What follows belongs to an exercise in optimizing a design on an open flow for a short achievable clock period and few clock cycles; a production flow would make more cautious choices. At most, simulation tests tie the RTL to the original design; equivalence was not proved. No functional check of the RTL was part of runs 1 to 3. Power is estimated from default activity; no workload was simulated.

===== design.v =====
module csa64(input [63:0] x, y, z, output [63:0] s, c);
assign s = x ^ y ^ z;
assign c = ((x & y) | (x & z) | (y & z)) << 1;
endmodule
module booth_enc(input [31:0] b, input sgn, output [50:0] dig);
wire [34:0] bx = {{2{sgn & b[31]}}, b, 1'b0};
genvar i;
generate
	for (i = 0; i < 17; i = i + 1) begin : d
		assign dig[3*i]   = bx[2*i] ^ bx[2*i+1];
		assign dig[3*i+1] = (bx[2*i+2] & ~bx[2*i+1] & ~bx[2*i]) | (~bx[2*i+2] & bx[2*i+1] & bx[2*i]);
		assign dig[3*i+2] = bx[2*i+2] & ~(bx[2*i+1] & bx[2*i]);
	end
endgenerate
endmodule
module mul_pp(input [31:0] a, input sgn, input [50:0] dig, output [511:0] rows);
wire [32:0] ax = {sgn & a[31], a};
reg [64*18-1:0] pp;
integer i, j;
reg one, two, neg;
reg [63:0] m;
always @* begin
	pp = {64*18{1'b0}};
	for (i = 0; i < 17; i = i + 1) begin
		one = dig[3*i];
		two = dig[3*i+1];
		neg = dig[3*i+2];
		m = 64'b0;
		for (j = 0; j < 64; j = j + 1)
			m[j] = (one & ((j < 33) ? ax[j] : ax[32])) | (two & ((j == 0) ? 1'b0 : (j < 34) ? ax[j-1] : ax[32]));
		m = {64{neg}} ^ m;
		pp[64*i +: 64] = m << (2*i);
		pp[64*17 + 2*i] = neg;
	end
end
wire [64*12-1:0] t;
genvar k;
generate
	for (k = 0; k < 6; k = k + 1) begin : l1
		csa64 c(.x(pp[64*(3*k) +: 64]), .y(pp[64*(3*k+1) +: 64]), .z(pp[64*(3*k+2) +: 64]), .s(t[64*(2*k) +: 64]), .c(t[64*(2*k+1) +: 64]));
	end
	for (k = 0; k < 4; k = k + 1) begin : l2
		csa64 c(.x(t[64*(3*k) +: 64]), .y(t[64*(3*k+1) +: 64]), .z(t[64*(3*k+2) +: 64]), .s(rows[128*k +: 64]), .c(rows[128*k+64 +: 64]));
	end
endgenerate
endmodule
module mul_red(input [511:0] rows, output [191:0] out);
wire [63:0] u0, u1, u2, u3, u4, u5, v0, v1, v2, v3;
csa64 c0(.x(rows[0 +: 64]), .y(rows[64 +: 64]), .z(rows[128 +: 64]), .s(u0), .c(u1));
csa64 c1(.x(rows[192 +: 64]), .y(rows[256 +: 64]), .z(rows[320 +: 64]), .s(u2), .c(u3));
assign u4 = rows[384 +: 64];
assign u5 = rows[448 +: 64];
csa64 c2(.x(u0), .y(u1), .z(u2), .s(v0), .c(v1));
csa64 c3(.x(u3), .y(u4), .z(u5), .s(v2), .c(v3));
wire [63:0] w0, w1;
csa64 c4(.x(v0), .y(v1), .z(v2), .s(w0), .c(w1));
assign out = {v3, w1, w0};
endmodule
module mul_fin(input [191:0] rows, output [32:0] lo, output [31:0] hi0, hi1);
wire [63:0] s, c;
csa64 c0(.x(rows[0 +: 64]), .y(rows[64 +: 64]), .z(rows[128 +: 64]), .s(s), .c(c));
assign lo = {1'b0, s[31:0]} + {1'b0, c[31:0]};
assign hi0 = s[63:32] + c[63:32];
wire [32:0] hi1x = {s[63:32], 1'b1} + {c[63:32], 1'b1};
assign hi1 = hi1x[32:1];
endmodule
module datapath (input clock, reset,
		 output [31:0] imem_addr,
		 input  [31:0] imem_rdata,
		 output        dmem_we,
		 output [31:0] dmem_addr, dmem_wdata,
		 input  [31:0] dmem_rdata);
reg [31:0] pc_f;
reg        v_d, pred_d;
reg [31:0] ins_d, pc4_d, btgt_d;
reg [31:0] a_e, b_e, sd_e, alt_e;
reg        sld_e, lta_e, ltb_e;
reg        we_e, ld_e, st_e, br_e, brl_e, bne_e, pred_e, mul_e, msg_e;
reg [4:0]  wr_e;
reg        arith_e, sub_e, xp_e, xg_e, xt_e, xn_e, sls_e, slu_e, sl_e, rsel_e, mhi_e, mlo_e;
reg [31:0] res_m, sd_m;
reg        we_m, ld_m, st_m;
reg [4:0]  wr_m;
reg        bl_m, bne_l, pred_l;
reg [31:0] alt_l, cmpa_l, cmpb_l;
reg [31:0] ma, hi0, hi1;
reg [32:0] lo;
reg [50:0] mdig;
reg        msg, mv1, mv2, mv3;
reg [511:0] mrows8;
reg [191:0] mrows3;
reg [31:0] rf [1:31];
wire stall_d, redirect, redirect_m;
wire [31:0] redirect_pc;
wire [31:0] ins_f = imem_rdata;
wire [31:0] pc4_f = pc_f + 32'd4;
wire [15:0] pcl_f = pc_f[17:2];
wire [5:0]  op_f = ins_f[31:26];
wire jmp_f = op_f == 6'b000010;
wire beq_f = op_f == 6'b000100;
wire bne_f = op_f == 6'b000101;
wire same_f = ins_f[25:21] == ins_f[20:16];
wire pred_f = (beq_f & (same_f | ins_f[15])) | (bne_f & ~same_f);
wire [17:0] blo_x = {1'b0, pcl_f, 1'b1} + {1'b0, ins_f[15:0], 1'b1};
wire [16:0] blo_f = blo_x[17:1];
wire [13:0] bhi = pc_f[31:18];
reg  [13:0] bhi_inc, bhi_dec;
integer q;
always @* begin
	for (q = 0; q < 14; q = q + 1) begin
		bhi_inc[q] = bhi[q] ^ ((bhi & ((14'd1 << q) - 14'd1)) == ((14'd1 << q) - 14'd1));
		bhi_dec[q] = bhi[q] ^ ((bhi & ((14'd1 << q) - 14'd1)) == 14'd0);
	end
end
wire [13:0] bhi_f = (blo_f[16] == ins_f[15]) ? bhi : blo_f[16] ? bhi_inc : bhi_dec;
wire [31:0] btgt_f = {bhi_f, blo_f[15:0], 2'b00};
wire [31:0] jtgt_f = {pc4_f[31:28], ins_f[25:0], 2'b00};
wire [31:0] npc_f = jmp_f ? jtgt_f : pred_f ? btgt_f : pc4_f;
always @(posedge clock)
begin
	if (reset) pc_f <= 32'b0;
	else if (redirect) pc_f <= redirect_pc;
	else if (~stall_d) pc_f <= npc_f;
end
always @(posedge clock)
begin
	if (reset | redirect) v_d <= 1'b0;
	else if (~stall_d) v_d <= 1'b1;
	if (~stall_d) begin
		ins_d <= ins_f;
		pc4_d <= pc4_f;
		btgt_d <= btgt_f;
		pred_d <= pred_f;
	end
end
assign imem_addr = pc_f;
wire [5:0] op = ins_d[31:26];
wire [5:0] fn = ins_d[5:0];
wire [4:0] rs = ins_d[25:21];
wire [4:0] rt = ins_d[20:16];
wire [4:0] rd = ins_d[15:11];
wire rtype = op == 6'b000000;
wire f_add  = rtype & (fn == 6'h20 | fn == 6'h21);
wire f_sub  = rtype & (fn == 6'h22 | fn == 6'h23);
wire f_and  = rtype & fn == 6'h24;
wire f_or   = rtype & fn == 6'h25;
wire f_xor  = rtype & fn == 6'h26;
wire f_xnor = rtype & fn == 6'h01;
wire f_slt  = rtype & fn == 6'h2a;
wire f_sltu = rtype & fn == 6'h2b;
wire f_hi   = rtype & fn == 6'h10;
wire f_lo   = rtype & fn == 6'h12;
wire f_mul  = rtype & (fn == 6'h18 | fn == 6'h19);
wire i_add  = op == 6'h08 | op == 6'h09;
wire i_slt  = op == 6'h0a;
wire i_sltu = op == 6'h0b;
wire i_and  = op == 6'h0c;
wire i_or   = op == 6'h0d;
wire i_xor  = op == 6'h0e;
wire i_lui  = op == 6'h0f;
wire i_lw   = op == 6'h23;
wire i_sw   = op == 6'h2b;
wire i_beq  = op == 6'h04;
wire i_bne  = op == 6'h05;
wire i_br   = i_beq | i_bne;
wire r_alu  = f_add | f_sub | f_and | f_or | f_xor | f_xnor | f_slt | f_sltu;
wire i_alu  = i_add | i_slt | i_sltu | i_and | i_or | i_xor;
wire use_imm = i_alu | i_lui | i_lw | i_sw;
wire sub_d  = f_sub | f_slt | f_sltu | i_slt | i_sltu;
wire [4:0] wr_d = rtype ? rd : rt;
wire we_d = (r_alu | f_hi | f_lo | i_alu | i_lui | i_lw) & (wr_d != 5'b0);
wire zext = i_and | i_or | i_xor;
wire [31:0] imm_d = i_lui ? {ins_d[15:0], 16'b0} : {{16{ins_d[15] & ~zext}}, ins_d[15:0]};
wire [31:0] memval = ld_m ? dmem_rdata : res_m;
wire hit_e_rs = we_e & (wr_e == rs);
wire hit_e_rt = we_e & (wr_e == rt);
wire hit_m_rs = we_m & (wr_m == rs);
wire hit_m_rt = we_m & (wr_m == rt);
wire [31:0] rf_rs = (rs == 5'b0) ? 32'b0 : rf[rs];
wire [31:0] rf_rt = (rt == 5'b0) ? 32'b0 : rf[rt];
wire [31:0] v_rs = hit_m_rs ? memval : rf_rs;
wire [31:0] v_rt = hit_m_rt ? memval : rf_rt;
wire [31:0] v_b = use_imm ? imm_d : v_rt;
wire ld_use = ld_e & ((hit_e_rs & (r_alu | f_mul | i_alu | i_lw | i_sw)) | (hit_e_rt & (r_alu | f_mul)));
wire mf_wait = (f_hi | f_lo) & (mul_e | mv1 | mv2);
assign stall_d = v_d & (ld_use | mf_wait);
wire go_d = v_d & ~stall_d & ~redirect;
wire fb_d = hit_e_rt & ~use_imm;
wire [31:0] res_e;
wire [31:0] fa_v = hit_e_rs ? res_e : v_rs;
wire [31:0] fb_v = fb_d ? res_e : v_b;
always @(posedge clock)
begin
	if (reset) begin
		we_e <= 1'b0; ld_e <= 1'b0; st_e <= 1'b0; br_e <= 1'b0; mul_e <= 1'b0;
	end else begin
		we_e <= go_d & we_d;
		ld_e <= go_d & i_lw;
		st_e <= go_d & i_sw;
		br_e <= go_d & i_br;
		mul_e <= go_d & f_mul;
	end
	wr_e <= wr_d;
	bne_e <= i_bne;
	msg_e <= ~fn[0];
	pred_e <= pred_d;
	alt_e <= pred_d ? pc4_d : btgt_d;
	a_e <= i_lui ? 32'b0 : fa_v;
	b_e <= sub_d ? ~fb_v : fb_v;
	sd_e <= hit_e_rt ? res_e : v_rt;
	sld_e <= hit_e_rt & ld_e;
	lta_e <= hit_e_rs & ld_e;
	ltb_e <= hit_e_rt & ld_e;
	brl_e <= ld_e & (hit_e_rs | hit_e_rt);
	arith_e <= f_add | i_add | i_lw | i_sw | sub_d;
	sub_e <= sub_d;
	xp_e <= f_add | i_add | i_lw | i_sw | sub_d | f_xor | i_xor;
	xg_e <= f_and | i_and;
	xt_e <= f_or | i_or | i_lui;
	xn_e <= f_xnor;
	sls_e <= f_slt | i_slt;
	slu_e <= f_sltu | i_sltu;
	sl_e <= f_slt | i_slt | f_sltu | i_sltu;
	rsel_e <= ~(f_slt | i_slt | f_sltu | i_sltu | f_hi | f_lo);
	mhi_e <= f_hi;
	mlo_e <= f_lo;
end
wire [31:0] a = a_e;
wire [31:0] b = b_e;
wire [31:0] g0 = a & b;
wire [31:0] t0 = a | b;
wire [31:0] p0 = a ^ b;
wire [31:0] x = ({32{xp_e}} & p0) | ({32{xg_e}} & g0) | ({32{xt_e}} & t0) | ({32{xn_e}} & ~p0);
reg [31:0] g, p, gn, pn;
integer i, l;
always @* begin
	g = g0; p = t0;
	g[0] = g0[0] | (t0[0] & sub_e);
	for (l = 1; l < 32; l = l * 2) begin
		gn = g; pn = p;
		for (i = l; i < 32; i = i + 1) begin
			gn[i] = g[i] | (p[i] & g[i-l]);
			pn[i] = p[i] & p[i-l];
		end
		g = gn; p = pn;
	end
end
wire [31:0] c = {g[30:0], sub_e};
wire [31:0] r = x ^ (c & {32{arith_e}});
wire lt_s = (a[31] ^ b[31]) ? r[31] : a[31];
wire lt_u = ~g[31];
wire lt = (sls_e & lt_s) | (slu_e & lt_u);
wire [31:0] hi = lo[32] ? hi1 : hi0;
assign res_e = ({32{rsel_e}} & r) | ({32{mhi_e}} & hi) | ({32{mlo_e}} & lo[31:0]) | {31'b0, sl_e & lt};
wire eq = a_e == b_e;
wire taken_e = bne_e ^ eq;
wire redirect_e = br_e & ~brl_e & (taken_e != pred_e);
wire eq_l = cmpa_l == cmpb_l;
assign redirect_m = bl_m & ((bne_l ^ eq_l) != pred_l);
assign redirect = redirect_m | redirect_e;
assign redirect_pc = redirect_m ? alt_l : alt_e;
always @(posedge clock)
begin
	if (reset) begin
		we_m <= 1'b0; ld_m <= 1'b0; st_m <= 1'b0; bl_m <= 1'b0;
	end else begin
		we_m <= we_e & ~redirect_m;
		ld_m <= ld_e & ~redirect_m;
		st_m <= st_e & ~redirect_m;
		bl_m <= br_e & brl_e & ~redirect_m;
	end
	wr_m <= wr_e;
	res_m <= res_e;
	sd_m <= sld_e ? dmem_rdata : sd_e;
	bne_l <= bne_e;
	pred_l <= pred_e;
	alt_l <= alt_e;
	cmpa_l <= lta_e ? dmem_rdata : a_e;
	cmpb_l <= ltb_e ? dmem_rdata : b_e;
end
wire [50:0] dig;
wire [511:0] rows8;
wire [191:0] rows3;
wire [32:0] plo;
wire [31:0] phi0, phi1;
booth_enc menc(.b(b_e), .sgn(msg_e), .dig(dig));
mul_pp  mpp(.a(ma), .sgn(msg), .dig(mdig), .rows(rows8));
mul_red mrd(.rows(mrows8), .out(rows3));
mul_fin mfn(.rows(mrows3), .lo(plo), .hi0(phi0), .hi1(phi1));
always @(posedge clock)
begin
	if (reset) begin
		mv1 <= 1'b0; mv2 <= 1'b0; mv3 <= 1'b0;
	end else begin
		mv1 <= mul_e & ~redirect_m;
		mv2 <= mv1;
		mv3 <= mv2;
	end
	if (mul_e) begin
		ma <= a_e;
		mdig <= dig;
		msg <= msg_e;
	end
	if (mv1) mrows8 <= rows8;
	if (mv2) mrows3 <= rows3;
	if (mv3) begin
		lo <= plo;
		hi0 <= phi0;
		hi1 <= phi1;
	end
end
assign dmem_addr = res_m;
assign dmem_wdata = sd_m;
assign dmem_we = st_m;
integer k;
always @(posedge clock)
begin
	if (reset) begin
		for (k = 1; k < 32; k = k + 1) rf[k] <= 32'b0;
	end else if (we_m) begin
		rf[wr_m] <= memval;
	end
end
endmodule

===== run.sh =====
#!/bin/bash
# synth_recipe.tcl (not shown) runs the flow's synth.tcl, then flattens the netlist and writes it again
# the make line also repeats each setting of config.mk as NAME=value (left out here)
make -C /OpenROAD-flow-scripts/flow DESIGN_CONFIG=/design/flow/config.mk WORK_HOME=/design/flow/orfs CLKGATE_MAP_FILE= SYNTH_SCRIPT=/design/flow/synth_recipe.tcl finish

===== config.mk =====
export PLATFORM = sky130hd
export DESIGN_NAME = datapath
export DESIGN_NICKNAME = datapath
export VERILOG_FILES = /design/flow/design.v
export SDC_FILE = /design/flow/constraint.sdc
export NUM_CORES = 8
export LEC_CHECK = 0
export CAP_MARGIN = 20
export CORE_MARGIN = 2
export CORE_UTILIZATION = 40
export SETUP_SLACK_MARGIN = 3.0
export SLEW_MARGIN = 20

===== constraint.sdc =====
create_clock -name core_clock -period 5.8 [get_ports {clock}]
set_input_delay 1.1600 -clock core_clock [delete_from_list [all_inputs] [get_ports {clock}]]
set_output_delay 1.1600 -clock core_clock [all_outputs]
set_load 0.01 [all_outputs]

==> notes.md, run 1 <==
Nets - 11,000
Clk buf depth - 4
Finished Cell Area - 152,000 um2
Die W - 562 um
Worst-path cell chain - inv_2 -> ha_4 -> or4_4 -> nor3_4 -> buf_4 -> o31a_1 -> nor3_4 -> o211ai_1 -> xnor2_1 -> a222oi_1 -> buf_4 -> a311o_1 -> a311oi_2
First-pass GRT wire length - 683 mm
Synthesized cell area - 124,000 um2
Hold Buf Count CTS - 0
Multiplexer share of the synthesized area - 12.9%
Worst slew pin tran - 1.20 ns
Synth Area per Inst - 12.9 um2
Worst-Skew Late Latency - 1.02 ns
Min cycle time layout - 3.29 ns
Synthesized instance count - 9,684
Die ar. - 316,000 um2
# setup viols final - 0
PD cells - 259 nW/um2
Critical Path Sink Type - register
Final non-filler cell total - 14,500
Worst-path clk slew - 0.07 ns
Top-area cell type share of the netlist area - 43.4%
Startpoint class of the critical path - register
DRC viols - 0
CTS tree - yes
Sw Ratio - 27.0%
DP Area - 131,000 um2
Drt via density - 6.33
CP max stage delay - 0.44 ns
Sinks on the clock net - 2,172
Sw Pwr - 0.0106 W
CP Data Arrival Time - 4.09 ns
Synth top cells by count - edfxtp_1, nor2_1, clkbuf_1
Drt first pass iters - 7
I/O Buffers - 162
CP Class - register to register
Initial Util - 40.3%
Max-cap violations - 0
Internal cell power - 0.0287 W
Largest net degree at the start of global routing - 84
Dominant synthesized flop cell - edfxtp_1
EDFF count, synth - 1,799
GR Overflow Total - 0
WP data required - 6.61 ns
Distinct cells, synth - 98
Clock power frac - 41.1%
Critical path's slowest cell - or4_4
Slew Viols, Final - 0
HPWL Detailed - 307 mm
WL/cell - 33.9 um
Fmax - 304 MHz
Synth Area in Simple Gates - 7.00%
Reg power frac - 45.5%
Number of global-route vias before repair - 91,200
# rows - 204
Outcome - timing/DRC/antenna clean
Slew HR - 19.3%
Adder-cell share of the synthesized area - 11.8%
Min-delay worst type - register to register
I/O pin total - 163
Layout Skew - 0.167 ns
Syn Nets - 10,600
CORE AREA - 309,000 um2
RSZ-0062 raised after global routing - yes
Final Cycle Share - 56.7%
Worst vdd ir - 0.000283 V
Top delay family on crit path - compound AO/OA/AOI/OAI gates
Synth Register Bits - 2,172
1st-iter DRT viols - 14,000
Warnings, synthesis - 2
GPL Wtd Cong - 0.965
Post-Place Cells - 13,400
Count leader, synth - edfxtp_1
Comb pwr share - 13.5%
Hold Vio Cnt, Final - 0
Critical path peak fanout - 4
Layout cells sized above 1 - 29.8%
Antenna viol nets, final - 0
Area Growth Syn to Fin - 22.1%
Crit path buf inv count - 3
H-tree depth - 4
Worst Hold Slack - 0.293 ns
Register area share after synthesis - 49.4%
Via count - 91,600
Num CTS Buffers - 241
Final wirelength - 491 mm
Post-synth ARST share - 0%
Largest area contributor in the netlist - edfxtp_1
Largest cells by area after synthesis - edfxtp_1, mux4_2, fa_1, dfxtp_1, nor2_1
Clock root cell - clkbuf_16
Synth Area in Compound Gates - 8.58%
Setup TNS Final - 0 ns
Largest family of logic cells by synthesized area - multiplexers
Die Ht - 562 um
Initial antenna violation count - 24
GRT Total Usage - 30.2%
Pleak - 54.9 nW
XOR/XNOR share of the synthesized area - 5.85%
layout by cell type, fill, tap and decap left out, types with 43 or more instances in the layout:
| cell type | netlist | routed |
|---|---|---|
| edfxtp_1 | 1799 | 1799 |
| nor2_1 | 1213 | 1168 |
| buf_4 | 17 | 618 |
| mux4_2 | 597 | 602 |
| fa_1 | 572 | 547 |
| a22oi_1 | 551 | 530 |
| inv_1 | 539 | 481 |
| xnor2_1 | 450 | 430 |
| nand2_1 | 465 | 371 |
| xor2_1 | 381 | 369 |
| clkbuf_16 | 0 | 268 |
| dfxtp_1 | 373 | 254 |
| o21ai_0 | 285 | 190 |
| ha_1 | 262 | 166 |
| buf_6 | 14 | 130 |
| mux2_2 | 104 | 102 |
| a21oi_1 | 202 | 100 |
| buf_12 | 2 | 90 |
| ha_4 | 0 | 88 |
| a21oi_2 | 1 | 71 |
| dfxtp_4 | 0 | 70 |
| nand3_1 | 79 | 67 |
| nand2_2 | 0 | 66 |
| a21o_1 | 55 | 52 |
| clkinv_2 | 0 | 52 |
| o21ai_1 | 15 | 51 |
| dfxtp_2 | 0 | 49 |
| o21ai_2 | 1 | 47 |
| clkbuf_1 | 704 | 45 |
| mux2i_1 | 94 | 44 |
| buf_16 | 0 | 43 |
stage by stage:
step	util, %	total power (W)	setup WS (ns)
floorplan	-	0.0203	1.68
finish	49.2	0.0393	2.51
global placement	42.4	0.0221	1.09
CTS	47.8	0.0388	2.53
detailed placement	42.5	0.0222	1.16
global route	49.2	0.0401	2.46
path summary, 6_finish.rpt:
| kind | to | startpoint | cells after the start | slack, ns |
|---|---|---|---|---|
| worst min register to register | alt_l[24] | alt_e[24] | 0 | 0.29 |
| worst min-delay path | alt_l[24] | alt_e[24] | 0 | 0.29 |
| worst max-delay path | b_e[23] | b_e[9] | 13 | 2.51 |
| worst max register to register | b_e[23] | b_e[9] | 13 | 2.51 |
cells by family (layout without fill, tap and decap cells):
group                    Yosys count  in the layout
multiplexers                     813            815
adder cells (fa/ha/maj)          834            834
buffers and inverters           1402           2055
other                              1             21
AND/OR/NAND/NOR                 2078           2078
AO/OA/AOI/OAI                   1553           1555
flip-flops                      2172           2172
XOR/XNOR                         831            831
flip-flops by register name, summed over array words and instances, names as in the netlist, 33 cells and up, named ones only:
register / cells
lo: 33
mrows8: 336
rf: 1024
mrows3: 164
mdig: 50
what timing repair did:
| action | in CTS | in global routing |
|---|---|---|
| gates cloned | 31 | 14 |
| endpoints found under the setup margin | 1065 | 506 |
| setup buffers | 357 | 174 |
| resized for setup | 1365 | 559 |
| pin swaps | 231 | 302 |
layer usage:
layer	wire (um)	share of wire, %	track usage (%)
met3	66100	13	9.24
met4	35300	7.2	18.2
met1	174000	35	38.5
met5	244	0.050	0
met2	216000	44	45.4
power groups by stage:
stage          registers, W  clock network (W)  logic (W)
2_1_floorplan        0.0180                  0    0.00229
3_3_place_gp         0.0182                  0    0.00393
3_5_place_dp         0.0182                  0    0.00394
4_1_cts              0.0179             0.0162    0.00475
5_1_grt              0.0179             0.0168    0.00542
6_report             0.0179             0.0162    0.00530
final cells by class:
class                   instances  area, um2
fillers                     26300     157000
clock buffers                 312       6680
well taps                    4120       5150
clock inverters               139       1500
multi-input cells            6114      63700
inverters                     542       2120
diodes                         20       50.0
flip-flops and latches       2172      61800
repair buffers               1062      11000
==> run 2, diff against run 1 <==
--- a/design.v
+++ b/design.v
@@ -72,12 +72,13 @@
 		 input  [31:0] dmem_rdata);
 reg [31:0] pc_f;
 reg        v_d, pred_d;
-reg [31:0] ins_d, pc4_d, btgt_d;
+reg [31:0] ins_d, pc4_d, btgt_d, rsv_d, rtv_d;
+reg        he_rs, he_rt, hm_rs, hm_rt;	 
 reg [31:0] a_e, b_e, sd_e, alt_e;
 reg        sld_e, lta_e, ltb_e;
 reg        we_e, ld_e, st_e, br_e, brl_e, bne_e, pred_e, mul_e, msg_e;
 reg [4:0]  wr_e;
-reg        arith_e, sub_e, xp_e, xg_e, xt_e, xn_e, sls_e, slu_e, sl_e, rsel_e, mhi_e, mlo_e;
+reg        arith_e, sub_e, xp_e, xg_e, xt_e, xn_e, sls_e, slu_e, mhi_e, mlo_e;
 reg [31:0] res_m, sd_m;
 reg        we_m, ld_m, st_m;
 reg [4:0]  wr_m;
@@ -92,16 +93,18 @@
 reg [31:0] rf [1:31];
 wire stall_d, redirect, redirect_m;
 wire [31:0] redirect_pc;
+wire [31:0] memval = ld_m ? dmem_rdata : res_m;
 wire [31:0] ins_f = imem_rdata;
+wire [4:0]  rs_f = ins_f[25:21];
+wire [4:0]  rt_f = ins_f[20:16];
 wire [31:0] pc4_f = pc_f + 32'd4;
-wire [15:0] pcl_f = pc_f[17:2];
 wire [5:0]  op_f = ins_f[31:26];
 wire jmp_f = op_f == 6'b000010;
 wire beq_f = op_f == 6'b000100;
 wire bne_f = op_f == 6'b000101;
-wire same_f = ins_f[25:21] == ins_f[20:16];
+wire same_f = rs_f == rt_f;
 wire pred_f = (beq_f & (same_f | ins_f[15])) | (bne_f & ~same_f);
-wire [17:0] blo_x = {1'b0, pcl_f, 1'b1} + {1'b0, ins_f[15:0], 1'b1};
+wire [17:0] blo_x = {1'b0, pc_f[17:2], 1'b1} + {1'b0, ins_f[15:0], 1'b1};
 wire [16:0] blo_f = blo_x[17:1];
 wire [13:0] bhi = pc_f[31:18];
 reg  [13:0] bhi_inc, bhi_dec;
@@ -119,21 +122,14 @@
 always @(posedge clock)
 begin
 	if (reset) pc_f <= 32'b0;
-	else if (redirect) pc_f <= redirect_pc;
-	else if (~stall_d) pc_f <= npc_f;
-end
-always @(posedge clock)
-begin
-	if (reset | redirect) v_d <= 1'b0;
-	else if (~stall_d) v_d <= 1'b1;
-	if (~stall_d) begin
-		ins_d <= ins_f;
-		pc4_d <= pc4_f;
-		btgt_d <= btgt_f;
-		pred_d <= pred_f;
-	end
+	else if (redirect | stall_d) pc_f <= redirect ? redirect_pc : pc_f;
+	else pc_f <= npc_f;
 end
 assign imem_addr = pc_f;
+wire [31:0] rf_rs = (rs_f == 5'b0) ? 32'b0 : rf[rs_f];
+wire [31:0] rf_rt = (rt_f == 5'b0) ? 32'b0 : rf[rt_f];
+wire [31:0] rsv_f = (we_m & (wr_m == rs_f)) ? memval : rf_rs;
+wire [31:0] rtv_f = (we_m & (wr_m == rt_f)) ? memval : rf_rt;
 wire [5:0] op = ins_d[31:26];
 wire [5:0] fn = ins_d[5:0];
 wire [4:0] rs = ins_d[25:21];
@@ -171,24 +167,42 @@
 wire we_d = (r_alu | f_hi | f_lo | i_alu | i_lui | i_lw) & (wr_d != 5'b0);
 wire zext = i_and | i_or | i_xor;
 wire [31:0] imm_d = i_lui ? {ins_d[15:0], 16'b0} : {{16{ins_d[15] & ~zext}}, ins_d[15:0]};
-wire [31:0] memval = ld_m ? dmem_rdata : res_m;
-wire hit_e_rs = we_e & (wr_e == rs);
-wire hit_e_rt = we_e & (wr_e == rt);
-wire hit_m_rs = we_m & (wr_m == rs);
-wire hit_m_rt = we_m & (wr_m == rt);
-wire [31:0] rf_rs = (rs == 5'b0) ? 32'b0 : rf[rs];
-wire [31:0] rf_rt = (rt == 5'b0) ? 32'b0 : rf[rt];
-wire [31:0] v_rs = hit_m_rs ? memval : rf_rs;
-wire [31:0] v_rt = hit_m_rt ? memval : rf_rt;
-wire [31:0] v_b = use_imm ? imm_d : v_rt;
+wire hit_e_rs = he_rs & we_e;
+wire hit_e_rt = he_rt & we_e;
+wire [31:0] v_rs = (hm_rs & we_m) ? memval : rsv_d;
+wire [31:0] v_rt = (hm_rt & we_m) ? memval : rtv_d;
 wire ld_use = ld_e & ((hit_e_rs & (r_alu | f_mul | i_alu | i_lw | i_sw)) | (hit_e_rt & (r_alu | f_mul)));
 wire mf_wait = (f_hi | f_lo) & (mul_e | mv1 | mv2);
 assign stall_d = v_d & (ld_use | mf_wait);
 wire go_d = v_d & ~stall_d & ~redirect;
-wire fb_d = hit_e_rt & ~use_imm;
+always @(posedge clock)
+begin
+	if (reset | redirect) v_d <= 1'b0;
+	else if (~stall_d) v_d <= 1'b1;
+	if (stall_d) begin
+		rsv_d <= v_rs;
+		rtv_d <= v_rt;
+		hm_rs <= wr_e == rs;
+		hm_rt <= wr_e == rt;
+	end else begin
+		ins_d <= ins_f;
+		pc4_d <= pc4_f;
+		btgt_d <= btgt_f;
+		pred_d <= pred_f;
+		rsv_d <= rsv_f;
+		rtv_d <= rtv_f;
+		he_rs <= wr_d == rs_f;
+		he_rt <= wr_d == rt_f;
+		hm_rs <= wr_e == rs_f;
+		hm_rt <= wr_e == rt_f;
+	end
+end
 wire [31:0] res_e;
-wire [31:0] fa_v = hit_e_rs ? res_e : v_rs;
-wire [31:0] fb_v = fb_d ? res_e : v_b;
+wire fb_d = hit_e_rt & ~use_imm;
+wire [31:0] v_b = use_imm ? imm_d : v_rt;
+wire [31:0] bpre = sub_d ? ~v_b : v_b;
+wire fbp = fb_d & ~sub_d;
+wire fbn = fb_d & sub_d;
 always @(posedge clock)
 begin
 	if (reset) begin
@@ -205,32 +219,32 @@
 	msg_e <= ~fn[0];
 	pred_e <= pred_d;
 	alt_e <= pred_d ? pc4_d : btgt_d;
-	a_e <= i_lui ? 32'b0 : fa_v;
-	b_e <= sub_d ? ~fb_v : fb_v;
+	a_e <= i_lui ? 32'b0 : hit_e_rs ? res_e : v_rs;
+	b_e <= fbp ? res_e : fbn ? ~res_e : bpre;
 	sd_e <= hit_e_rt ? res_e : v_rt;
 	sld_e <= hit_e_rt & ld_e;
 	lta_e <= hit_e_rs & ld_e;
 	ltb_e <= hit_e_rt & ld_e;
 	brl_e <= ld_e & (hit_e_rs | hit_e_rt);
-	arith_e <= f_add | i_add | i_lw | i_sw | sub_d;
+	arith_e <= f_add | i_add | i_lw | i_sw | f_sub;
 	sub_e <= sub_d;
-	xp_e <= f_add | i_add | i_lw | i_sw | sub_d | f_xor | i_xor;
+	xp_e <= f_add | i_add | i_lw | i_sw | f_sub | f_xor | i_xor;
 	xg_e <= f_and | i_and;
 	xt_e <= f_or | i_or | i_lui;
 	xn_e <= f_xnor;
 	sls_e <= f_slt | i_slt;
 	slu_e <= f_sltu | i_sltu;
-	sl_e <= f_slt | i_slt | f_sltu | i_sltu;
-	rsel_e <= ~(f_slt | i_slt | f_sltu | i_sltu | f_hi | f_lo);
 	mhi_e <= f_hi;
 	mlo_e <= f_lo;
 end
 wire [31:0] a = a_e;
-wire [31:0] b = b_e;
+wire [31:0] b = b_e;	 
 wire [31:0] g0 = a & b;
 wire [31:0] t0 = a | b;
 wire [31:0] p0 = a ^ b;
-wire [31:0] x = ({32{xp_e}} & p0) | ({32{xg_e}} & g0) | ({32{xt_e}} & t0) | ({32{xn_e}} & ~p0);
+wire [31:0] hi = lo[32] ? hi1 : hi0;
+wire [31:0] x = ({32{xp_e}} & p0) | ({32{xg_e}} & g0) | ({32{xt_e}} & t0) | ({32{xn_e}} & ~p0)
+	      | ({32{mhi_e}} & hi) | ({32{mlo_e}} & lo[31:0]);
 reg [31:0] g, p, gn, pn;
 integer i, l;
 always @* begin
@@ -247,11 +261,8 @@
 end
 wire [31:0] c = {g[30:0], sub_e};
 wire [31:0] r = x ^ (c & {32{arith_e}});
-wire lt_s = (a[31] ^ b[31]) ? r[31] : a[31];
-wire lt_u = ~g[31];
-wire lt = (sls_e & lt_s) | (slu_e & lt_u);
-wire [31:0] hi = lo[32] ? hi1 : hi0;
-assign res_e = ({32{rsel_e}} & r) | ({32{mhi_e}} & hi) | ({32{mlo_e}} & lo[31:0]) | {31'b0, sl_e & lt};
+wire lt = (sls_e & (p0[31] ? ~g[30] : a[31])) | (slu_e & ~g[31]);
+assign res_e = {r[31:1], r[0] | lt};
 wire eq = a_e == b_e;
 wire taken_e = bne_e ^ eq;
 wire redirect_e = br_e & ~brl_e & (taken_e != pred_e);
==> run 2 against run 1 <==
Cell count shrank 0.77%; critical path depth up 2; sequential share of layout area grew 1.1 points; register-to-register slack got worse by 0.09 ns; synthesized cell count increased by 0.23%; clock skew down 0.063 ns; utilization is 0.83 points lower; die area increased by 0.86%; critical path type unchanged.
==> notes.md, run 2 <==
1st-iter DRT viols - 12,500
Worst-Skew Late Latency - 0.92 ns
Fmax - 296 MHz
Drt via density - 6.20
Register area share after synthesis - 49.9%
Hold Path Sink - alt_l[26]
Slew Viols, Final - 0
Clock root cell - clkbuf_16
Max reg flops - 1,024
Num CTS Buffers - 262
Nets - 10,900
Syn Nets - 10,600
Hold_sp - alt_e[26]
Die Ht - 564 um
Min-delay worst type - register to register
Reg2reg start - b_e[7]
Worst R2R Setup Slack - 2.42 ns
Synth Register Bits - 2,228
H-tree depth - 5
HPWL Detailed - 299 mm
Hold Vio Cnt, Final - 0
Most common cell after layout, fill and taps aside - edfxtp_1
I/O pin total - 163
CP Class - register to register
CTS tree - yes
WP data required - 6.59 ns
Worst-path clk slew - 0.06 ns
Commonest cells after routing, fill and taps aside - edfxtp_1, nor2_1, mux4_2
# setup viols final - 0
Pleak - 54.7 nW
Count leader, synth - edfxtp_1
Top reg by flops - rf
Tot Pwr - 0.0401 W
Distinct cells, synth - 89
Registers with the most flip-flops - rf: 1024 flops, mrows8: 336 flops, mrows3: 164 flops
Initial Util - 40.2%
Startpoint class of the critical path - register
I/O Buffers - 162
GR Overflow Total - 0
Via count - 89,200
Critical Path Sink Type - register
RSZ-0062 raised after global routing - yes
WL/cell - 33.0 um
Worst Setup SP - b_e[7]
Warnings, synthesis - 2
Outcome - timing/DRC/antenna clean
Min cycle time layout - 3.38 ns
Dominant synthesized flop cell - edfxtp_1
Hold depth - 0
Initial antenna violation count - 16
Largest area contributor in the netlist - edfxtp_1
CP Data Arrival Time - 4.17 ns
Critical path peak fanout - 6
DRC viols - 0
Synthesized instance count - 9,706
Final Cycle Share - 58.3%
Largest net degree at the start of global routing - 141
Layout Skew - 0.105 ns
Sinks on the clock net - 2,228
# rows - 205
Setup TNS Final - 0 ns
Top-area cell type share of the netlist area - 43.1%
Number of global-route vias before repair - 89,600
Slew HR - 20.6%
Clk buf depth - 4
Synth top cells by count - edfxtp_1, nor2_1, clkbuf_1
Max-cap violations - 0
GRT Total Usage - 28.9%
GPL Wtd Cong - 0.996
Layout cells sized above 1 - 27.8%
Synthesized cell area - 126,000 um2
Drt first pass iters - 7
Reg2Reg Depth - 15
Hold Buf Count CTS - 0
CORE AREA - 312,000 um2
Die ar. - 318,000 um2
Antenna viol nets, final - 0
PD cells - 266 nW/um2
EDFF count, synth - 1,801
Largest cells by area after synthesis - edfxtp_1, mux4_2, fa_1, dfxtp_1, nor2_1
Synth Area per Inst - 12.9 um2
Worst slew pin tran - 1.18 ns
First-pass GRT wire length - 659 mm
Area Growth Syn to Fin - 20.2%
Worst vdd ir - 0.000222 V
Final wirelength - 474 mm
Die W - 564 um
Worst reg2reg endpoint - b_e[24]
Post-synth ARST share - 0%
Filler instances - 26,800
## run 2: cell count changes after synthesis, sizes merged, moves of 31 or more
cell / previous run / this run
nand2: 465 / 385
mux2: 104 / 135
a211oi: 53 / 17
nor2: 1213 / 1282
o22ai: 51 / 8
a22oi: 551 / 515
clkbuf: 705 / 749
a21oi: 203 / 343
dfxtp: 373 / 427
o21ai: 301 / 266
## run 2: critical path, cell delays in order (launching register included)
cell,delay (ns)
dfxtp_4,0.36
inv_4,0.04
ha_4,0.16
or4_4,0.57
nor4_4,0.19
o31ai_4,0.13
a211o_4,0.40
buf_4,0.15
buf_6,0.11
a21oi_4,0.14
o21ai_2,0.08
xnor2_1,0.15
buf_4,0.16
mux2i_4,0.23
o221ai_2,0.16
xnor2_1,0.25
## run 2: per-stage QoR
stage | worst slack, ns | hold WS [ns] | utilization, % | cells | instance area [um2]
2_1_floorplan | 1.52 | 0.325 | - | 9706 | 126000
3_3_place_gp | 0.601 | 0.333 | 42.4 | 13400 | 132000
3_5_place_dp | 0.904 | 0.337 | 42.4 | 13400 | 132000
4_1_cts | 2.46 | 0.345 | 47.3 | 14200 | 148000
5_1_grt | 2.36 | 0.356 | 48.3 | 14400 | 151000
6_report | 2.42 | 0.341 | 48.3 | 14400 | 151000
## run 2: worst max-delay path by stage
stage	slack, ns	cells past startpoint	end
after CTS	2.46	13	sd_e[26]
after global routing	2.36	15	b_e[24]
after floorplan	1.52	13	pc_f[4]
final	2.42	15	b_e[24]
after detailed placement	0.90	16	pc_f[20]
after global placement	0.60	16	pc_f[20]
## run 2: per-layer routing
layer / up-vias / share of wire (%) / track usage, %
met2: 6338 / 44 / 42.8
met1: 45800 / 38 / 39.2
li1: 35800 / - / -
met4: 10 / 6.6 / 16.4
met3: 1198 / 12 / 6.73
met5: - / 0.015 / 0
## run 2: repair_timing
action,4_1_cts,5_1_grt
hold endpoints to repair,0,0
resized for setup,1240,346
endpoints found under the setup margin,1321,513
pin swaps,215,175
setup buffers,249,166
cloned,23,21
## run 2: cell families after synthesis
logic type	count (synthesis)	share of synthesized area [%]
compound gates	1497	7.98
xor+xnor	861	6.01
fa+ha+maj	834	11.7
buf+inv	1402	4.27
flops	2228	49.9
mux	865	13.4
other cells	1	0.00299
simple gates	2018	6.71
## run 2: area by class of cell
type / count / area (um2) / share of cell area [%]
antenna: 7 / 17.5 / 0.0116
inverter: 526 / 2050 / 1.36
tap: 4140 / 5180 / 3.43
multi-input combinational: 6082 / 62500 / 41.4
clock buffer: 338 / 7220 / 4.78
sequential: 2228 / 63100 / 41.8
timing repair buffer: 910 / 9510 / 6.30
clock inverter: 138 / 1370 / 0.904
## run 2: power breakdown
| group | total, W | switching (W) | leakage, nW | internal (W) |
|---|---|---|---|---|
| registers | 0.0184 | 0.000525 | 21.4 | 0.0179 |
| clock network | 0.0168 | 0.00711 | 4.21 | 0.00972 |
| logic | 0.00485 | 0.00283 | 29.1 | 0.00202 |
| total | 0.0401 | 0.0105 | 54.7 | 0.0296 |
==> run 3, diff against run 2 <==
==> flow/run.sh (new file) <==
#!/bin/bash
# Layout flow: the standard flow, with synthesis mapping the logic through ABC with a
# delay-oriented script (flow/speed.abc) in place of the default one. Everything else,
# including the registers that synthesis produces, is the standard flow's.
set -euo pipefail
here=$(pwd)
bash standard.sh SYNTH_SCRIPT=$here/flow/synth.tcl finish > $here/standard.log 2>&1
==> flow/speed.abc (new file) <==
&get -n
&st
&dch
&nf
&put
buffer -c
topo
stime -c
upsize -c
dnsize -c
==> flow/synth.tcl (new file) <==
# The standard flow's synthesis script, with the ABC mapping script replaced by flow/speed.abc
set ::speed_abc [file join [file dirname [file normalize [info script]]] speed.abc]
proc abc {args} {
  set i [lsearch $args -script]
  lset args [expr {$i + 1}] $::speed_abc
  yosys abc {*}$args
}
source [file join [file dirname [file dirname [file normalize [info script]]]] synth_recipe.tcl]
==> standard.sh (new file) <==
#!/bin/bash
# synth_recipe.tcl (not shown) runs the flow's synth.tcl, then flattens the netlist and writes it again
# the make line also repeats each setting of config.mk as NAME=value (left out here)
make -C /OpenROAD-flow-scripts/flow DESIGN_CONFIG=/design/flow/config.mk WORK_HOME=/design/flow/orfs CLKGATE_MAP_FILE= SYNTH_SCRIPT=/design/flow/synth_recipe.tcl "${@:-finish}"
removed: run.sh
==> run 3 against run 2 <==
Design area about the same; area after synthesis is 0.10% higher; sequential power about the same; wire length increased by 5.4%; still clean; total power is 0.82% lower; sequential share of layout area fell by 0.050 points; synthesized cell count grew 5.3%; flip-flop and latch count is the same; non-clock buffer count unchanged.
==> notes.md, run 3 <==
Layout Skew - 0.134 ns
CP Data Arrival Time - 4.04 ns
Worst slew pin tran - 1.29 ns
Initial Util - 40.3%
Number of global-route vias before repair - 92,700
Sw Pwr - 0.0105 W
Startpoint class of the critical path - register
Pleak - 53.6 nW
Synthesized instance count - 10,200
Worst-Skew Late Latency - 0.98 ns
GPL Wtd Cong - 0.995
Sw Ratio - 26.5%
Clk buf depth - 4
Area Growth Syn to Fin - 20.1%
Worst-path clk slew - 0.07 ns
Num CTS Buffers - 243
WP data required - 6.68 ns
Commonest cells after routing, fill and taps aside - edfxtp_1, nor2_1, fa_1
Reg2reg start - ins_d[4]
Via count - 94,200
Initial antenna violation count - 42
Dominant synthesized flop cell - edfxtp_1
First-pass GRT wire length - 697 mm
Crit-path most repeated cell - buf_12
Crit path buf inv count - 5
Largest net degree at the start of global routing - 179
Final core utilization - 48.3%
Antenna viol nets, final - 0
1st-iter DRT viols - 14,800
Top-area cell type share of the netlist area - 43.0%
Drt first pass iters - 8
EDFF count, synth - 1,801
Critical path's slowest cell - edfxtp_1
Critical Path Sink Type - register
Most common cell after layout, fill and taps aside - edfxtp_1
Reg power frac - 46.1%
Reg2Reg Depth - 14
Synth top cells by count - edfxtp_1, nor2_1, clkbuf_1
Crit path capture - pc_f[1]
Clock root cell - clkbuf_16
M1 GR Usage - 40.7%
Finished Cell Area - 151,000 um2
Count leader, synth - edfxtp_1
Footprint of the multi-input gates - 62,900 um2
Clock power frac - 41.2%
Largest area contributor in the netlist - edfxtp_1
Filler instances - 27,000
Worst Setup SP - ins_d[4]
Outcome - timing/DRC/antenna clean
CORE AREA - 312,000 um2
Internal cell power - 0.0292 W
Register area share after synthesis - 49.8%
I/O pin total - 163
Synthesized cell area - 126,000 um2
Worst reg2reg endpoint - pc_f[1]
Die ar. - 319,000 um2
Top delay family on crit path - simple AND/OR/NAND/NOR gates
Worst-path cell chain - buf_12 -> nand2b_4 -> or3b_4 -> or3b_4 -> and4bb_4 -> a21boi_4 -> o21a_4 -> buf_12 -> buf_12 -> inv_16 -> buf_16 -> a21oi_4 -> nand2_1 -> a31oi_1
CTS tree - yes
Met2 Use GR - 45.1%
CP Depth - 14
Register area - 63,000 um2
Layout cells sized above 1 - 25.7%
Registers with the most flip-flops - rf: 1024 flops, mrows8: 336 flops, mrows3: 164 flops
Fmax - 316 MHz
Largest cells by area after synthesis - edfxtp_1, mux4_2, fa_1, dfxtp_1, nor2_1
Post-synth ARST share - 0%
Hold Vio Cnt, Final - 0
# rows - 205
Final wirelength - 499 mm
Drt via density - 6.35
WL/cell - 33.6 um
Comb pwr share - 12.7%
Max-cap violations - 0
Top reg by flops - rf
Worst vdd ir - 0.000296 V
GRT Total Usage - 30.6%
Synth Area per Inst - 12.3 um2
Warnings, synthesis - 2
RSZ-0062 raised after global routing - yes
Die W - 564 um
Final Cycle Share - 54.6%
HPWL Detailed - 328 mm
Worst R2R Setup Slack - 2.64 ns
# setup viols final - 0
Slew HR - 13.3%
H-tree depth - 4
Distinct cells, synth - 94
PD cells - 263 nW/um2
Die Ht - 564 um
Setup TNS Final - 0 ns
GR Overflow Total - 0
Syn Nets - 11,100
Max reg flops - 1,024
I/O Buffers - 162
CP max stage delay - 0.42 ns
DP Area - 133,000 um2
Slew Viols, Final - 0
Critical path peak fanout - 6
Met3 Resource Use GR - 8.49%
Min-delay worst type - register to register
DRC viols - 0
Min cycle time layout - 3.16 ns
Sinks on the clock net - 2,228
Nets - 11,400
Synth Register Bits - 2,228
Gr busiest metal - met2
CP Class - register to register
## run 3: changes by cell type in the layout (fill, tap and decap cells not counted), moves of 36 or more
cell / before / now
buf_4: 502 / 547
mux2_2: 129 / 44
o32ai_1: 5 / 45
nor2_4: 13 / 60
buf_6: 135 / 83
nor2_1: 1250 / 1471
a211oi_1: 5 / 41
nand3_1: 71 / 20
o21ai_0: 173 / 429
mux4_2: 640 / 512
ha_4: 62 / 98
## run 3: layer usage
metal / wire (um) / vias to the layer above / share of wire [%]
li1: - / 37500 / -
met1: 186000 / 48000 / 37
met2: 215000 / 7203 / 43
met3: 64300 / 1458 / 13
met4: 33600 / 34 / 6.7
met5: 238 / - / 0.048
## run 3: repair_timing
item | 4_1_cts | 5_1_grt
hold endpoints to repair | 0 | 0
setup endpoints to repair | 1261 | 626
buffers inserted | 238 | 108
pin swaps | 176 | 182
hold buffers | 0 | 0
cloned | 38 | 7
gates resized for setup | 1263 | 447
## run 3: worst min-delay path by stage
stage | to | depth (start not counted) | from | slack (ns)
finish | alt_l[0] | 0 | alt_e[0] | 0.35
global route | alt_l[24] | 0 | alt_e[24] | 0.35
CTS | alt_l[24] | 0 | alt_e[24] | 0.34
detailed placement | alt_l[2] | 0 | alt_e[2] | 0.33
global placement | alt_l[8] | 0 | alt_e[8] | 0.33
floorplan | alt_l[10] | 0 | alt_e[10] | 0.33
## run 3: cell type report
class | count | share of cell area (%)
diodes | 32 | 0.0531
multi-input cells | 6543 | 41.7
inverters | 536 | 1.39
repair inverters | 5 | 0.0638
flip-flops and latches | 2228 | 41.7
well taps | 4140 | 3.43
clock buffers | 325 | 4.49
repair buffers | 910 | 6.16
clock inverters | 127 | 0.980
## run 3: kinds of logic (layout without fill, tap and decap cells)
kind of cell / count (synthesis) / in the layout / share of synthesized area, %
compound gates: 1976 / 1976 / 10.5
buf+inv: 1459 / 1903 / 4.48
xor+xnor: 852 / 852 / 5.94
fa+ha+maj: 834 / 834 / 11.7
other cells: 1 / 33 / 0.00298
mux: 635 / 637 / 10.2
simple gates: 2240 / 2243 / 7.32
flops: 2228 / 2228 / 49.8
## run 3: per-stage QoR
step                total power, W  setup WS [ns]  hold WS (ns)  cells
detailed placement          0.0228           1.08         0.335  14000
global route                0.0406           2.53         0.352  14800
global placement            0.0227          0.980         0.329  14000
floorplan                   0.0207           1.77         0.327  10200
finish                      0.0398           2.64         0.346  14800
CTS                         0.0394           2.67         0.339  14700
## run 3: worst reg2reg max path, stage by stage (launching register included)
cell and delay (ns):
edfxtp_1 0.42, buf_12 0.18, nand2b_4 0.15, or3b_4 0.37
or3b_4 0.39, and4bb_4 0.24, a21boi_4 0.19, o21a_4 0.19
buf_12 0.14, buf_12 0.13, inv_16 0.05, buf_16 0.19
a21oi_4 0.20, nand2_1 0.08, a31oi_1 0.14
## run 3: power by group through the flow
stage,combinational [W],sequential [W],clock [W]
global route,0.00518,0.0184,0.0170
global placement,0.00409,0.0186,0
CTS,0.00463,0.0183,0.0164
floorplan,0.00227,0.0184,0
finish,0.00506,0.0183,0.0164
detailed placement,0.00409,0.0187,0
==> run 4, diff against run 3 <==
--- a/design.v
+++ b/design.v
@@ -74,6 +74,7 @@
 reg        v_d, pred_d;
 reg [31:0] ins_d, pc4_d, btgt_d, rsv_d, rtv_d;
 reg        he_rs, he_rt, hm_rs, hm_rt;	 
+reg        mf_d, ldst_d;
 reg [31:0] a_e, b_e, sd_e, alt_e;
 reg        sld_e, lta_e, ltb_e;
 reg        we_e, ld_e, st_e, br_e, brl_e, bne_e, pred_e, mul_e, msg_e;
@@ -84,6 +85,9 @@
 reg [4:0]  wr_m;
 reg        bl_m, bne_l, pred_l;
 reg [31:0] alt_l, cmpa_l, cmpb_l;
+reg [31:0] wd_w;
+reg        we_w;
+reg [4:0]  wr_w;
 reg [31:0] ma, hi0, hi1;
 reg [32:0] lo;
 reg [50:0] mdig;
@@ -126,10 +130,22 @@
 	else pc_f <= npc_f;
 end
 assign imem_addr = pc_f;
+wire rt0_f = op_f == 6'b000000;
+wire [5:0] fn_f = ins_f[5:0];
+wire ralu_f = rt0_f & (fn_f == 6'h20 | fn_f == 6'h21 | fn_f == 6'h22 | fn_f == 6'h23 | fn_f == 6'h24 |
+		       fn_f == 6'h25 | fn_f == 6'h26 | fn_f == 6'h01 | fn_f == 6'h2a | fn_f == 6'h2b);
+wire mul_f = rt0_f & (fn_f == 6'h18 | fn_f == 6'h19);
+wire ialu_f = op_f == 6'h08 | op_f == 6'h09 | op_f == 6'h0a | op_f == 6'h0b | op_f == 6'h0c |
+	      op_f == 6'h0d | op_f == 6'h0e;
+wire urs_f = ralu_f | mul_f | ialu_f | op_f == 6'h23 | op_f == 6'h2b;
+wire urt_f = ralu_f | mul_f;
+wire mf_f = rt0_f & (fn_f == 6'h10 | fn_f == 6'h12);
 wire [31:0] rf_rs = (rs_f == 5'b0) ? 32'b0 : rf[rs_f];
 wire [31:0] rf_rt = (rt_f == 5'b0) ? 32'b0 : rf[rt_f];
-wire [31:0] rsv_f = (we_m & (wr_m == rs_f)) ? memval : rf_rs;
-wire [31:0] rtv_f = (we_m & (wr_m == rt_f)) ? memval : rf_rt;
+wire [31:0] rsw_f = (we_w & (wr_w == rs_f)) ? wd_w : rf_rs;
+wire [31:0] rtw_f = (we_w & (wr_w == rt_f)) ? wd_w : rf_rt;
+wire [31:0] rsv_f = (we_m & (wr_m == rs_f)) ? memval : rsw_f;
+wire [31:0] rtv_f = (we_m & (wr_m == rt_f)) ? memval : rtw_f;
 wire [5:0] op = ins_d[31:26];
 wire [5:0] fn = ins_d[5:0];
 wire [4:0] rs = ins_d[25:21];
@@ -171,14 +187,15 @@
 wire hit_e_rt = he_rt & we_e;
 wire [31:0] v_rs = (hm_rs & we_m) ? memval : rsv_d;
 wire [31:0] v_rt = (hm_rt & we_m) ? memval : rtv_d;
-wire ld_use = ld_e & ((hit_e_rs & (r_alu | f_mul | i_alu | i_lw | i_sw)) | (hit_e_rt & (r_alu | f_mul)));
-wire mf_wait = (f_hi | f_lo) & (mul_e | mv1 | mv2);
+wire ld_use = ldst_d & we_e;
+wire mf_wait = mf_d & (mul_e | mv1 | mv2);
 assign stall_d = v_d & (ld_use | mf_wait);
 wire go_d = v_d & ~stall_d & ~redirect;
 always @(posedge clock)
 begin
 	if (reset | redirect) v_d <= 1'b0;
 	else if (~stall_d) v_d <= 1'b1;
+	ldst_d <= ~stall_d & v_d & i_lw & ((wr_d == rs_f & urs_f) | (wr_d == rt_f & urt_f));
 	if (stall_d) begin
 		rsv_d <= v_rs;
 		rtv_d <= v_rt;
@@ -191,6 +208,7 @@
 		pred_d <= pred_f;
 		rsv_d <= rsv_f;
 		rtv_d <= rtv_f;
+		mf_d <= mf_f;
 		he_rs <= wr_d == rs_f;
 		he_rt <= wr_d == rt_f;
 		hm_rs <= wr_e == rs_f;
@@ -323,13 +341,20 @@
 assign dmem_addr = res_m;
 assign dmem_wdata = sd_m;
 assign dmem_we = st_m;
+always @(posedge clock)
+begin
+	if (reset) we_w <= 1'b0;
+	else we_w <= we_m;
+	wr_w <= wr_m;
+	wd_w <= memval;
+end
 integer k;
 always @(posedge clock)
 begin
 	if (reset) begin
 		for (k = 1; k < 32; k = k + 1) rf[k] <= 32'b0;
-	end else if (we_m) begin
-		rf[wr_m] <= memval;
+	end else if (we_w) begin
+		rf[wr_w] <= wd_w;
 	end
 end
 endmodule
==> config.mk (replaced) <==
export PLATFORM = sky130hd
export DESIGN_NAME = datapath
export DESIGN_NICKNAME = datapath
export VERILOG_FILES = /design/flow/design.v
export SDC_FILE = /design/flow/constraint.sdc
export NUM_CORES = 8
export LEC_CHECK = 0
export CAP_MARGIN = 25
export CORE_MARGIN = 2
export CORE_UTILIZATION = 60
export PLACE_DENSITY = 0.68
export SETUP_SLACK_MARGIN = 3.2
export SLEW_MARGIN = 20
==> run 4 against run 3 <==
Still clean on timing, DRC and antenna; clock skew shrank 0.091 ns; area after synthesis is 3.1% higher; total power up 1.4%; design area is 4.6% higher; combinational power is 7.1% higher; die area down 31%; utilization grew 25 points; critical path depth decreased by 2; first-iteration DRC count rose by 16%; hold slack got worse by 0.0011 ns; flip-flop and latch count rose by 40; clock-buffer cell count fell by 7.
==> notes.md, run 4 <==
Distinct cells, synth - 90
Registers with the most flip-flops - rf: 1024 flops, mrows8: 336 flops, mrows3: 164 flops
Top delay family on crit path - adder cells
Worst vdd ir - 0.000303 V
Max reg flops - 1,024
Final non-filler cell total - 13,900
DRC viols - 0
Worst Setup SP - ma[31]
Final setup margin - 2.68 ns
Synth Register Bits - 2,268
Via count - 99,400
Largest net degree at the start of global routing - 134
Layout Skew - 0.0422 ns
Clk buf depth - 3
Final Cycle Share - 53.7%
1st-iter DRT viols - 17,100
Slew Viols, Final - 0
CP max stage delay - 0.54 ns
Top-area cell type share of the netlist area - 41.8%
Filler instances - 13,800
Reg2reg start - ma[31]
I/O pin total - 163
Hold Path Sink - alt_l[21]
Final wirelength - 519 mm
Crit-path most repeated cell - buf_12
Most common cell after layout, fill and taps aside - edfxtp_1
Hold_sp - alt_e[21]
Die ar. - 220,000 um2
I/O Buffers - 162
Register area share after synthesis - 49.0%
CORE AREA - 215,000 um2
Hold Buf Count CTS - 0
Post-synth ARST share - 0%
PD cells - 255 nW/um2
Initial antenna violation count - 34
Largest area contributor in the netlist - edfxtp_1
Drt via density - 7.13
WP data required - 6.45 ns
Syn Nets - 11,300
Crit path buf inv count - 7
Antenna viol nets, final - 0
Min-delay worst type - register to register
Critical path's slowest cell - edfxtp_1
# setup viols final - 0
GR Overflow Total - 0
Initial Util - 60.4%
GPL Wtd Cong - 1.06
Commonest cells after routing, fill and taps aside - edfxtp_1, and2_1, buf_4
Layout cells sized above 1 - 30.0%
Tot Pwr - 0.0403 W
Count leader, synth - edfxtp_1
Drt first pass iters - 11
Warnings, synthesis - 2
Worst-path cell chain - buf_12 -> and2_4 -> buf_12 -> buf_16 -> o21ai_4 -> xnor2_2 -> buf_12 -> inv_4 -> fa_2 -> buf_12 -> fa_2 -> inv_1
Largest cells by area after synthesis - edfxtp_1, mux4_2, fa_1, dfxtp_1, and2_1
Worst-path clk slew - 0.06 ns
First-pass GRT wire length - 711 mm
Max-cap violations - 0
Fmax - 321 MHz
Nets - 11,800
Post-Place Cells - 12,800
Critical path peak fanout - 6
Critical Path Sink Type - register
Outcome - timing/DRC/antenna clean
Reg2Reg Depth - 12
Synth top cells by count - edfxtp_1, and2_1, clkbuf_1
Top reg by flops - rf
Worst-Skew Late Latency - 0.92 ns
Dominant synthesized flop cell - edfxtp_1
Sinks on the clock net - 2,268
Final core utilization - 73.6%
CP Class - register to register
Num CTS Buffers - 239
CP Data Arrival Time - 3.76 ns
Min cycle time layout - 3.12 ns
Synthesized cell area - 130,000 um2
H-tree depth - 4
Die W - 469 um
EDFF count, synth - 1,802
Pre-CTS setup slack - 1.22 ns
Area Growth Syn to Fin - 21.8%
Die Ht - 469 um
Number of global-route vias before repair - 97,500
Synthesized instance count - 10,400
Clock root cell - clkbuf_16
Pleak - 58.7 nW
Hold depth - 0
Startpoint class of the critical path - register
Worst R2R Setup Slack - 2.68 ns
CTS tree - yes
Slew HR - 16.6%
# rows - 170
HPWL Detailed - 311 mm
Worst slew pin tran - 1.24 ns
RSZ-0062 raised after global routing - yes
GRT Total Usage - 45.9%
WL/cell - 37.2 um
Worst reg2reg endpoint - mrows8[63]
Hold Vio Cnt, Final - 0
Setup TNS Final - 0 ns
Synth Area per Inst - 12.5 um2
[run 4: worst max path at each step]
stage | depth (start not counted) | end | slack (ns)
finish | 12 | mrows8[63] | 2.68
global route | 13 | pc_f[30] | 2.69
CTS | 14 | pc_f[18] | 2.81
detailed placement | 12 | pc_f[11] | 1.22
global placement | 9 | mrows8[37] | 1.0
floorplan | 10 | pc_f[14] | 1.95
[run 4: area by class of cell]
cell class                      instances  area, um2  share of cell area [%]
Clock buffer                          318       6740                    4.27
Tap cell                             2838       3550                    2.25
Clock inverter                        135       1480                   0.937
Antenna cell                           25       62.6                  0.0396
Inverter                              539       2200                    1.40
Timing Repair Buffer                 1144      12500                    7.92
Timing Repair inverter                  2       16.3                  0.0103
Sequential cell                      2268      63900                    40.4
Multi-Input combinational cell       6657      67400                    42.7
[run 4: worst reg2reg max path: stages (launching register included)]
cell and delay, ns:
edfxtp_1 0.54, buf_12 0.14, and2_4 0.17, buf_12 0.13, buf_16 0.15, o21ai_4 0.09, xnor2_2 0.22, buf_12 0.18
inv_4 0.04, fa_2 0.47, buf_12 0.17, fa_2 0.53, inv_1 0.04
[run 4: power by group]
| group | switching, W | internal (W) | leakage (nW) |
|---|---|---|---|
| clock | 0.00694 | 0.00925 | 4.03 |
| combinational | 0.00326 | 0.00216 | 32.9 |
| sequential | 0.000535 | 0.0182 | 21.7 |
[run 4: cell families (layout without fill, tap and decap cells)]
group / after synthesis / count (layout) / share of synthesized area [%]
DFF: 2268 / 2268 / 49.0
and+or+nand+nor: 2181 / 2194 / 8.86
AOI/OAI and AO/OA: 2114 / 2115 / 10.5
buffers and inverters: 1489 / 2138 / 4.43
xor gates and xnor gates: 868 / 868 / 5.87
adders and majority gates: 834 / 834 / 11.4
muxes: 645 / 645 / 9.99
other: 1 / 26 / 0.00289
[run 4: per-layer routing]
layer  global-route usage (%)  routed length, um
met5                        0                198
met4                     35.6              51700
met3                     14.2              73100
met2                     68.7             227000
met1                     55.7             166000
[run 4: repair_timing]
item / CTS / global route
gates cloned: 44 / 28
resized for setup: 1831 / 726
setup buffers: 360 / 218
endpoints found under the setup margin: 1633 / 1065
pin swaps: 306 / 313
[run 4: per-stage QoR]
step	hold slack [ns]	area (um2)
floorplan	0.324	130000
global placement	0.328	134000
detailed placement	0.332	134000
CTS	0.347	152000
global route	0.352	158000
finish	0.345	158000
Testbench counts of run 4, summed over its fixed seeds: cycles 54,880.
==> run 5, diff against run 4 <==
--- a/config.mk
+++ b/config.mk
@@ -7,7 +7,6 @@
 export LEC_CHECK = 0
 export CAP_MARGIN = 25
 export CORE_MARGIN = 2
-export CORE_UTILIZATION = 60
-export PLACE_DENSITY = 0.68
+export CORE_UTILIZATION = 40
 export SETUP_SLACK_MARGIN = 3.2
 export SLEW_MARGIN = 20
==> run 5 against run 4 <==
Flip-flop and latch count unchanged; fmax rose by 4.7%; first-iteration DRC count is 17% lower; total power rose by 1.7%; clock skew is 0.051 ns higher; critical endpoint is now lo[31]; largest cell class unchanged; highest routed layer unchanged.
==> notes.md, run 5 <==
Outcome - timing/DRC/antenna clean
Fmax - 336 MHz
Layout Skew - 0.0929 ns
CP max stage delay - 0.42 ns
Worst vdd ir - 0.000231 V
CP Data Arrival Time - 3.58 ns
Register area - 63,900 um2
CP Class - register to register
Min cycle time layout - 2.98 ns
Syn Nets - 11,300
CORE AREA - 322,000 um2
Largest net degree at the start of global routing - 122
Count leader, synth - edfxtp_1
1st-iter DRT viols - 14,200
First-pass GRT wire length - 730 mm
Clk buf depth - 4
Reg2Reg Depth - 11
PD cells - 256 nW/um2
Final Cycle Share - 51.3%
Synthesized cell area - 130,000 um2
Critical path peak fanout - 3
I/O pin total - 163
Crit path buf inv count - 0
Largest area contributor in the netlist - edfxtp_1
GPL Wtd Cong - 0.987
Warnings, synthesis - 2
Num CTS Buffers - 266
Distinct cells, synth - 90
Final wirelength - 528 mm
Clock root cell - clkbuf_16
Hold Vio Cnt, Final - 0
Die W - 573 um
Drt via density - 6.30
CP Depth - 11
RSZ-0062 raised after global routing - yes
Critical Path Sink Type - register
Most common cell after layout, fill and taps aside - edfxtp_1
Synth Register Bits - 2,268
Top reg by flops - rf
I/O Buffers - 162
Worst-path cell chain - ha_4 -> ha_4 -> a31o_4 -> a21oi_4 -> o21ai_2 -> a21oi_2 -> o21ai_2 -> a41o_1 -> a21oi_4 -> o31ai_4 -> xor2_4
Worst-path clk slew - 0.06 ns
Synth top cells by count - edfxtp_1, and2_1, clkbuf_1
Worst R2R Setup Slack - 2.82 ns
Slew HR - 26.3%
Min-delay worst type - register to register
Slew Viols, Final - 0
Filler instances - 27,600
Largest cells by area after synthesis - edfxtp_1, mux4_2, fa_1, dfxtp_1, and2_1
GR Overflow Total - 0
CTS tree - yes
Layout cells sized above 1 - 29.4%
H-tree depth - 5
Commonest cells after routing, fill and taps aside - edfxtp_1, and2_1, buf_4
Footprint of the multi-input gates - 67,600 um2
Critical path's slowest cell - edfxtp_1
Worst Hold Slack - 0.327 ns
Dominant synthesized flop cell - edfxtp_1
Worst slew pin tran - 1.10 ns
Post-synth ARST share - 0%
Nets - 11,700
Die ar. - 328,000 um2
Worst-Skew Late Latency - 0.92 ns
Area Growth Syn to Fin - 23.5%
Initial antenna violation count - 42
Antenna viol nets, final - 0
Max reg flops - 1,024
WL/cell - 34.3 um
Sinks on the clock net - 2,268
Synth Area per Inst - 12.5 um2
HPWL Detailed - 319 mm
# rows - 208
EDFF count, synth - 1,802
Drt first pass iters - 9
Startpoint class of the critical path - register
Pleak - 58.8 nW
Register area share after synthesis - 49.0%
# setup viols final - 0
WP data required - 6.41 ns
Setup TNS Final - 0 ns
Synthesized instance count - 10,400
Max-cap violations - 0
GRT Total Usage - 30.9%
Number of global-route vias before repair - 96,500
Via count - 96,900
Top-area cell type share of the netlist area - 41.8%
Top delay family on crit path - compound AO/OA/AOI/OAI gates
Die Ht - 573 um
Initial Util - 40.3%
DRC viols - 0
Registers with the most flip-flops - rf: 1024 flops, mrows8: 336 flops, mrows3: 164 flops
Hold depth - 0
[run 5: changes by cell type in the layout (fill, tap and decap cells not counted), moves of 17 or more]
cell	previous run	this run
fa_2	70	45
clkbuf_16	275	294
nor2_4	30	47
nor2_2	59	36
buf_2	76	33
clkbuf_1	47	76
fa_1	502	527
[run 5: logic make-up (layout without fill, tap and decap cells)]
kind of cell / count (synthesis) / count (layout) / share of synthesized area, %
flip-flops: 2268 / 2268 / 49.0
AND/OR/NAND/NOR: 2181 / 2190 / 8.86
AO/OA/AOI/OAI: 2114 / 2117 / 10.5
buffers and inverters: 1489 / 2135 / 4.43
XOR/XNOR: 868 / 868 / 5.87
adder cells (fa/ha/maj): 834 / 834 / 11.4
multiplexers: 645 / 645 / 9.99
other: 1 / 22 / 0.00289
[run 5: repair_timing]
action | CTS | global route
gates resized for setup | 1886 | 687
pin swaps | 261 | 326
setup endpoints to repair | 1597 | 779
setup buffers | 314 | 248
gates cloned | 47 | 22
hold buffers | 0 | 0
[run 5: metal layers]
| layer | part of all wire [%] | GRT usage (%) | vias to the layer above |
|---|---|---|---|
| met5 | 0.037 | 0.203 | - |
| met4 | 6.4 | 16.8 | 24 |
| met3 | 13 | 7.84 | 1477 |
| met2 | 44 | 46.7 | 7108 |
| met1 | 37 | 40.9 | 49700 |
| li1 | - | - | 38600 |
[run 5: layout make-up]
type                    instances  share of cell area, %
multi-input cells            6655                   42.2
flip-flops and latches       2268                   39.9
repair buffers               1109                   7.72
clock buffers                 373                   4.66
well taps                    4305                   3.37
inverters                     539                   1.35
clock inverters               114                  0.695
diodes                         21                 0.0329
[run 5: where the power goes]
part	switching [W]	leakage (nW)	internal [W]	total (W)
Clock	0.00732	4.17	0.00967	0.0170
Combinational	0.00312	32.9	0.00214	0.00526
Sequential	0.000570	21.7	0.0182	0.0187
[run 5: stage by stage]
step / total power (W) / worst slack [ns] / instances / util (%) / area [um2]
5_1_grt: 0.0419 / 2.77 / 15400 / 49.7 / 160000
3_5_place_dp: 0.0229 / 1.04 / 14200 / 42.4 / 136000
3_3_place_gp: 0.0228 / 1.01 / 14200 / 42.3 / 136000
4_1_cts: 0.0404 / 2.90 / 15100 / 48.0 / 154000
6_report: 0.0410 / 2.82 / 15400 / 49.7 / 160000
2_1_floorplan: 0.0210 / 1.95 / 10400 / - / 130000
[run 5: final timing paths]
kind	startpoint	end
max	mrows3[3]	lo[31]
min	alt_e[9]	alt_l[9]
max reg2reg	mrows3[3]	lo[31]
min reg2reg	alt_e[9]	alt_l[9]

[port drivers added, routing unchanged]
Ports are ideal in the flow. The routed layouts listed here were re-timed in OpenROAD.
Step 1 assumes that a clkbuf_16 drives the clock port and a buf_2 every other input.
Step 2, shift: input delay + t, output delay - t, t = (earliest + latest rising clock arrival at the registers) / 2. This alone moves slack from input paths to output paths.
a / b / c = ideal ports / drivers / drivers and shift; a / b = the first two.
run | t (ns) | setup slack, ns | hold WS [ns] | pins driven straight from the clock port
run 1 | 1.052 | 2.513 / 2.513 / 1.729 | 0.293 / 0.293 / 0.293 | 1
run 2 | 0.974 | 2.420 / 2.420 / 1.668 | 0.341 / 0.341 / 0.341 | 1
run 3 | 1.014 | 2.636 / 2.636 / 1.703 | 0.346 / 0.346 / 0.346 | 1
run 4 | 1.005 | 2.684 / 2.684 / 1.732 | 0.345 / 0.345 / 0.345 | 1
run 5 | 0.990 | 2.823 / 2.823 / 1.905 | 0.327 / 0.327 / 0.327 | 1
After both steps setup and hold are still met in every run listed. For run 4, which loses most, drivers alone change the setup slack by 0.000 ns; drivers and shift together by -0.952 ns.
